What follows belongs to an exercise in optimizing a design on an open flow for small area and a short achievable clock period; a production flow would make more cautious choices.
The RTL was checked by simulation tests, not by an equivalence proof against the original design.
Power is estimated from default activity; no workload was simulated.

## run A
==> flow/design.v (excerpt) <==
module conv_top (
  input  logic               clk,
  input  logic               rstn,
  input  logic               valid_in,
  input  logic [7:0]         px_in,
  input  logic               kernel_wr,
  input  logic [3:0]         kernel_addr,
  input  logic signed [15:0] kernel_data,
  output logic               valid_out,
  output logic [7:0]         px_out
);
  localparam MAC_LAT = 4;    
  logic               rst_q, kw_q;
  logic [3:0]         ka_q;
  logic signed [15:0] kd_q;
  always_ff @(posedge clk) begin
    rst_q <= ~rstn;
    kw_q  <= rstn & kernel_wr;
    ka_q  <= kernel_addr;
    kd_q  <= rstn ? kernel_data : 16'sd0;
  end
  logic signed [15:0] kernel [0:8];
  genvar gi;
  generate
    for (gi = 0; gi < 9; gi = gi + 1) begin : g_k
      always_ff @(posedge clk)
        if (rst_q || (kw_q && ka_q == gi))
          kernel[gi] <= kd_q;
    end
  endgenerate
  logic [7:0] w00, w01, w02, w10, w11, w12, w20, w21, w22;
  logic       window_valid;
  linebuffer_3x3 lb (
    .clk(clk), .rstn(rstn),
    .valid_in(valid_in), .px_in(px_in),
    .w00(w00), .w01(w01), .w02(w02),
    .w10(w10), .w11(w11), .w12(w12),
    .w20(w20), .w21(w21), .w22(w22),
    .valid_out(window_valid)
  );
  logic [7:0] r;
  mac9 mac (
    .clk(clk),
    .px0(w00), .px1(w01), .px2(w02),
    .px3(w10), .px4(w11), .px5(w12),
    .px6(w20), .px7(w21), .px8(w22),
    .k0(kernel[0]), .k1(kernel[1]), .k2(kernel[2]),
    .k3(kernel[3]), .k4(kernel[4]), .k5(kernel[5]),
    .k6(kernel[6]), .k7(kernel[7]), .k8(kernel[8]),
    .r(r)
  );
  logic [MAC_LAT:0] vpipe;
  assign vpipe[0] = window_valid;
  generate
    for (gi = 1; gi <= MAC_LAT; gi = gi + 1) begin : g_v
      always_ff @(posedge clk) vpipe[gi] <= rstn & vpipe[gi-1];
    end
  endgenerate
  always_ff @(posedge clk) begin
    valid_out <= rstn & vpipe[MAC_LAT];
    px_out    <= r;
  end
endmodule
For scale: about 5600 cells after synthesis, ~1700 flip-flops, about 41 I/O pins.
clock: 8.0 ns
lec_check: 0
abc_clock_period_in_ps: 2500
cap_margin: 20
core_margin: 2
core_utilization: 55
cts_cluster_diameter: 110
cts_cluster_size: 20
place_density: 0.72
slew_margin: 20
synth_hierarchical: 1
synth_minimum_keep_size: 0
standard.sh (not shown) runs the stock make flow with config.mk's settings and CLKGATE_MAP_FILE= SYNTH_SCRIPT=/design/flow/synth_recipe.tcl, a recipe that flattens the netlist after the stock synthesis.
==> flow/flow/run.sh <==
#!/bin/bash
# The standard layout, with two changes to how it is optimised:
#  - the port buffers that buffer_ports inserts are plain buffers
#    (sky130_fd_sc_hd__buf_4) instead of the default delay buffers;
#  - ORFS's timing repair aims for a setup slack of 5.25 ns at the design's
#    clock period (SETUP_SLACK_MARGIN), so that it keeps improving paths
#    the global-route estimate already sees as meeting 3 ns.
# The clock period and constraints are the design's.  The full output of
# the run goes to standard.log in this folder; ORFS also keeps its per-step
# logs under orfs/logs.
set -euo pipefail
export BUFFER_PORTS_ARGS="-buffer_cell sky130_fd_sc_hd__buf_4"
export SETUP_SLACK_MARGIN=5.25
bash standard.sh > standard.log 2>&1
Run A | status: complete | timing, DRC, antenna: pass
Changes in run B relative to run A:
Settings: PLACE_DENSITY changed from 0.72 to 0.65; CORE_UTILIZATION changed from 55 to 45.
### Flow results
Run B ran to completion and came out clean on the timing, design-rule and antenna checks.
Run A → run B: aggregate routed wire length saw an increase; first-pass GRT wire length climbed about 0.65%; aggregate global-route resource usage went down by 5.3 points; hold-fix buffer count after cts saw little to no change.
Run B does worse than run A on minimum clock period.
#### Input delta (run C over run B)
Settings: putting SETUP_SLACK_MARGIN at 5 where nothing was set.
==> flow/run.sh (new file) <==
#!/bin/bash
# synth_recipe.tcl (not shown) runs the flow's synth.tcl, then flattens the netlist and writes it again
# the make line also repeats each setting of config.mk as NAME=value (left out here)
make -C /OpenROAD-flow-scripts/flow DESIGN_CONFIG=/design/flow/config.mk WORK_HOME=/design/flow/orfs CLKGATE_MAP_FILE= SYNTH_SCRIPT=/design/flow/synth_recipe.tcl finish
removed: flow/flow/run.sh
removed: flow/standard.sh
[summary]
Share of cells above drive strength 1 in run C is 4.9 points lower than in run B. [run C] quantity of gates resized following cts fell 89 relative to run B. The combinational power was comparable across run B and run C.


== alpha ==
conv_top again, from the RTL that the note above started with.
Settings: LEC_CHECK=0, ABC_CLOCK_PERIOD_IN_PS=2500, CAP_MARGIN=20, CORE_MARGIN=2, CORE_UTILIZATION=45, CTS_CLUSTER_DIAMETER=110, CTS_CLUSTER_SIZE=20, PLACE_DENSITY=0.65, SLEW_MARGIN=20, SYNTH_HIERARCHICAL=1, SYNTH_MINIMUM_KEEP_SIZE=0, TNS_END_PERCENT=10; clock period 8.0 ns.
==> flow/flow/run.sh <==
#!/bin/bash
# The standard layout, with two changes to how it is optimised:
#  - the port buffers that buffer_ports inserts are plain buffers
#    (sky130_fd_sc_hd__buf_4) instead of the default delay buffers;
#  - ORFS's timing repair aims for a setup slack of 5.25 ns at the design's
#    clock period (SETUP_SLACK_MARGIN), so that it keeps improving paths
#    the global-route estimate already sees as meeting 3 ns.
# The clock period and constraints are the design's.  The full output of
# the run goes to standard.log in this folder; ORFS also keeps its per-step
# logs under orfs/logs.
set -euo pipefail
export BUFFER_PORTS_ARGS="-buffer_cell sky130_fd_sc_hd__buf_4"
export SETUP_SLACK_MARGIN=5.25
bash standard.sh > standard.log 2>&1
alpha ran to completion and came out clean on the timing, design-rule and antenna checks.
### alpha -> beta
- TNS_END_PERCENT: 10 -> unset
-- flow/flow/run.sh --
<<< alpha, line 5
#  - ORFS's timing repair aims for a setup slack of 5.25 ns at the design's
>>> beta, line 5
#  - ORFS's timing repair aims for a setup slack of 5.45 ns at the design's
<<< alpha, line 13
export SETUP_SLACK_MARGIN=5.25
>>> beta, line 13
export SETUP_SLACK_MARGIN=5.45
Findings:
beta: flow completed, timing, DRC and antenna clean. beta ended with more share of post-route cells with drive strength above 1 than alpha. alpha vs beta, class of the most critical setup path: flop to flop vs flop to output pin. Relative to alpha, the routed wire length of beta is higher by 2.4%. Run comparison: beta worst setup path endpoint valid_out; alpha worst setup path endpoint mac.r3328. beta against alpha: weighted congestion at the end of routability-driven global placement dropped about 2.3%, net count after synthesis barely changed, global-route usage climbed 0.44 points, share of synthesized cell area in full adder, half adder and majority cells barely changed, final cell area excluding filler cells climbed about 5%. The faster design of the two is beta; alpha tops out lower. Transition at the pin with the smallest max-transition slack: alpha and beta compared, higher one is alpha. As far as floorplan die width goes, beta and alpha are indistinguishable; the numbers are identical. Compared with alpha, beta shows a higher total power.

[what the ideal ports hide]
No port has a modelled driver above. Below, the same layouts with a new extraction and two added sets of constraints.
Step 1, drivers: a clkbuf_16 drives clk and a buf_2 each remaining input, both assumed.
Step 2 times the ports against the registers' clock, not the clock port: input delays grow and output delays shrink by t, the midpoint of the rising clock arrivals with the driver on.
Slacks: ideal ports / drivers / drivers and shift; pairs: ideal ports / drivers.
| run | t, ns | setup slack, ns | worst setup path at the end | worst register clock-pin slew, ns | cell pins on the clock port's net |
|---|---|---|---|---|---|
| run A | 0.816 | 5.189 / 5.112 / 5.193 | register to register | 0.10 / 0.10 | 1 |
| run B | 0.845 | 5.177 / 5.094 / 5.218 | register to register | 0.10 / 0.10 | 1 |
| run C | 0.835 | 4.964 / 4.964 / 4.964 | register to register | 0.10 / 0.10 | 1 |
| alpha | 0.840 | 5.119 / 5.103 / 5.119 | register to register | 0.10 / 0.10 | 1 |
| beta | 0.847 | 5.208 / 5.110 / 5.274 | register to register | 0.10 / 0.10 | 1 |
After both steps setup and hold are still met in every run listed.
